This design comes from an exercise in tuning for small area, a short achievable clock period and few clock cycles per item on the open sky130 flow, not from production work.
Function was checked by simulation only, so behaviour that the tests miss may differ from the original.
No activity file was given, so power comes from the tool's default toggle rates.

Design TopModule, start of the top module:
module TopModule #(
    parameter BITWIDTH = 16,
    parameter MATSIZE  = 8
  )(
    input  logic rstn,
    input  logic [BITWIDTH-1:0] i_data,
    input  logic i_valid,
    output logic i_ready,
    output logic o_valid,
    input  logic o_ready,
    output logic [BITWIDTH-1:0] o_data,
    input  logic Clk,
    output logic o_intr
  );
  localparam AW  = $clog2(MATSIZE);
  localparam LAT = 2;    
  logic [BITWIDTH-1:0] word, product;
  logic WriteB, WriteA, LoadCR, LoadDirect, push, pop;
  logic [AW-1:0] RowB;
  logic [MATSIZE-1:0][BITWIDTH-1:0] rowA, colB;
  PLcontroller #(.BITWIDTH(BITWIDTH), .MATSIZE(MATSIZE), .LAT(LAT)) controller (
    .clk(Clk),
    .rstn(rstn),
    .i_data(i_data),
    .i_valid(i_valid),
    .i_ready(i_ready),
    .word(word),
    .WriteB(WriteB),
    .RowB(RowB),
    .WriteA(WriteA),
    .LoadCR(LoadCR),
    .LoadDirect(LoadDirect),
    .push(push),
    .pop(pop),
    .o_intr(o_intr)
  );
  CacheBuffer #(.BITWIDTH(BITWIDTH), .MATSIZE(MATSIZE)) CacheUnit (
    .Clk(Clk),
    .dataIn(word),
    .WriteB(WriteB),
    .RowB(RowB),
    .WriteA(WriteA),
    .LoadCR(LoadCR),
    .LoadDirect(LoadDirect),
    .rowA(rowA),
    .colB(colB)
  );
  vector_multiplier u_mul (
    .clk(Clk),
    .a(rowA),
    .b(colB),
    .y(product)
  );
  AXIoutput #(.BITWIDTH(BITWIDTH), .DEPTH(LAT+2)) AXIout (
    .clk(Clk),
    .rstn(rstn),
    .push(push),
    .data_in(product),
    .data_out(o_data),
    .valid(o_valid),
    .o_ready(o_ready),
    .pop(pop)
  );
endmodule
Size in the first run: about 7,000 cells after synthesis.
clock: 10.0 ns
lec_check: 0
cap_margin: 20
core_margin: 2
core_utilization: 40
place_density: 0.6
slew_margin: 20
run.sh (not shown) runs the stock make flow with config.mk's settings and CLKGATE_MAP_FILE= SYNTH_SCRIPT=/design/flow/synth_recipe.tcl, a recipe that flattens the netlist after the stock synthesis.
The first run ran to the end with no violations.
Testbench counts at the start, summed over its fixed seeds: cycles 3,168, items 1,536.
Rerun with:
Settings changed: SETUP_SLACK_MARGIN set to 5.
Effect:
- final cell count is about the same
- worst hold slack is better by 0.044 ns
- final area barely changes
- first-iteration DRC count shrinks by about 5.4%
- total power barely changes
- fmax grows by about 30%
- core utilization stays flat
- sequential power is about the same
- die area stays the same
- worst setup slack is better by 1.4 ns
Rerun with:
Settings changed: ABC_CLOCK_PERIOD_IN_PS set to 3000.
The changed run went through all stages and came out clean.
Hold slack does not change.
Area after synthesis stays the same.
Global-route usage is unchanged.
Core utilization is unchanged.
Worst setup slack does not change.
Die area is unchanged.
Wire length is unchanged.
Critical path depth does not change.
Non-clock buffer count stays the same.

## willow
Another version of the RTL of TopModule (not shown whole).
For scale: ~5900 cells after synthesis, roughly 1600 flip-flops, roughly 39 I/O pins, ~63000 um2 of cells after synthesis.
==> flow/config.mk <==
export PLATFORM = sky130hd
export DESIGN_NAME = TopModule
export DESIGN_NICKNAME = TopModule
export VERILOG_FILES = /design/flow/design.v
export SDC_FILE = /design/flow/constraint.sdc
export NUM_CORES = 4
export LEC_CHECK = 0
export ABC_AREA = 1
export CAP_MARGIN = 20
export CORE_MARGIN = 2
export CORE_UTILIZATION = 70
export PLACE_DENSITY = 0.78
export SETUP_SLACK_MARGIN = 5
export SLEW_MARGIN = 20
==> flow/constraint.sdc <==
create_clock -name core_clock -period 10.0 [get_ports {Clk}]
set_input_delay 2.0000 -clock core_clock [delete_from_list [all_inputs] [get_ports {Clk}]]
set_output_delay 2.0000 -clock core_clock [all_outputs]
set_load 0.01 [all_outputs]
standard.sh (not shown) runs the stock make flow with config.mk's settings and CLKGATE_MAP_FILE= SYNTH_SCRIPT=/design/flow/synth_recipe.tcl, a recipe that flattens the netlist after the stock synthesis.
==> flow/flow/run.sh <==
#!/bin/bash
set -euo pipefail
bash standard.sh SETUP_SLACK_MARGIN=6.6 CTS_CLUSTER_SIZE=24 CTS_CLUSTER_DIAMETER=100 finish > standard.log 2>&1
willow finished every step from synthesis to the final layout, and the layout passed the timing, design-rule and antenna checks.
Testbench counts of willow, summed over its fixed seeds: cycles 3,160, items 1,536.
Input-level comparison between nickel and willow:
Settings: swapping 0.78 for 0.7 in PLACE_DENSITY; swapping 70 for 60 in CORE_UTILIZATION.
### Flow results
Between willow and nickel, maximum number of pins on one net before global-route repair is higher for nickel, willow comes in under that.
Taking willow as 1.0, nickel lands at 1.3 on post-CTS repair timing setup buffer count.
Of willow and nickel, willow shows the higher via count of the first global-routing pass, with nickel below it.
Against willow, nickel reports a layout overhead on the synthesized area that is higher.
[nickel vs willow] area of all placed cells without fillers: higher in nickel
When the final numbers for willow and nickel were put side by side, the total vias in the final route turned out to be smaller in nickel.
Net switching power figure: nickel vs willow down 5.5%
In the tables for willow and nickel, tap cell count reads lower with willow.
### nickel -> pepper
==> flow/flow/run.sh <==
#!/bin/bash
set -euo pipefail
bash standard.sh SETUP_SLACK_MARGIN=6.7 CTS_CLUSTER_SIZE=24 CTS_CLUSTER_DIAMETER=100 "BUFFER_PORTS_ARGS=-buffer_cell sky130_fd_sc_hd__buf_2" finish > standard.log 2>&1
Notes after the runs:
Higher power density over cell area among nickel and pepper: pepper. Setup WNS nickel -> pepper: better. nickel -> pepper: post-route cell area flat. Against nickel as the reference, pepper delivers a lower total of fill cells in the finished design. Reported for nickel and pepper, final sequential cell count turned out identical to the last digit. Biggest power consumer among the groups = combinational logic: pepper; biggest power consumer among the groups = sequential cells: nickel. The number of vias after detailed routing on pepper is in line with that on nickel. Leakage power total: pepper > nickel. Maximum frequency, nickel and pepper: lower on nickel.
Modified inputs, lagoon compared to pepper
==> flow/flow/run.sh <==
#!/bin/bash
set -euo pipefail
bash standard.sh SETUP_SLACK_MARGIN=6.85 CTS_CLUSTER_SIZE=24 CTS_CLUSTER_DIAMETER=100 "BUFFER_PORTS_ARGS=-buffer_cell sky130_fd_sc_hd__buf_2" finish > standard.log 2>&1
Results
lagoon vs pepper: register share of total power down in lagoon. Cell count: lagoon > pepper. Diff pepper and lagoon: routed length on met1 lower in pepper. Sequential share of cell area: higher on pepper. Run comparison: lagoon worst setup path endpoint u_mul.r1[36]; pepper worst setup path endpoint u_mul.r1[150]. The worst hold slack of pepper and that of lagoon are within noise of each other. Changes observed in lagoon relative to pepper: number of cells on the worst reg-to-reg path went down by 1, worst setup slack dropped 0.094 ns.

afterwards: timing with drivers on the ports:
No port has a modelled driver above. Below, the same layouts with a new extraction and two added sets of constraints. Step 1 (the two cells are an assumption about what drives the block):
set clk [get_ports {Clk}]
set_driving_cell -lib_cell sky130_fd_sc_hd__clkbuf_16 $clk
set_driving_cell -lib_cell sky130_fd_sc_hd__buf_2 [delete_from_list [all_inputs] $clk]
Step 2, shift: input delay + t, output delay - t, t = (earliest + latest rising clock arrival at the registers) / 2. This alone moves slack from input paths to output paths. a / b / c = ideal ports / drivers / drivers and shift; a / b = the first two.
run	t, ns	setup WS [ns]	worst hold slack (ns)
the first run of note 1	0.904	3.785 / 3.696 / 4.600	0.272 / 0.272 / 0.272
the second run of note 1	0.903	5.177 / 5.091 / 5.672	0.317 / 0.317 / 0.317
the third run of note 1	0.903	5.177 / 5.091 / 5.672	0.317 / 0.317 / 0.317
willow	0.768	6.624 / 6.553 / 5.996	0.314 / 0.314 / 0.314
nickel	0.764	6.625 / 6.571 / 5.972	0.314 / 0.314 / 0.314
pepper	0.765	6.678 / 6.678 / 6.041	0.318 / 0.318 / 0.318
lagoon	0.762	6.584 / 6.584 / 6.191	0.317 / 0.317 / 0.317
After both steps setup and hold are still met in every run listed. For nickel, which loses most, drivers alone change the setup slack by -0.054 ns; drivers and shift together by -0.653 ns.
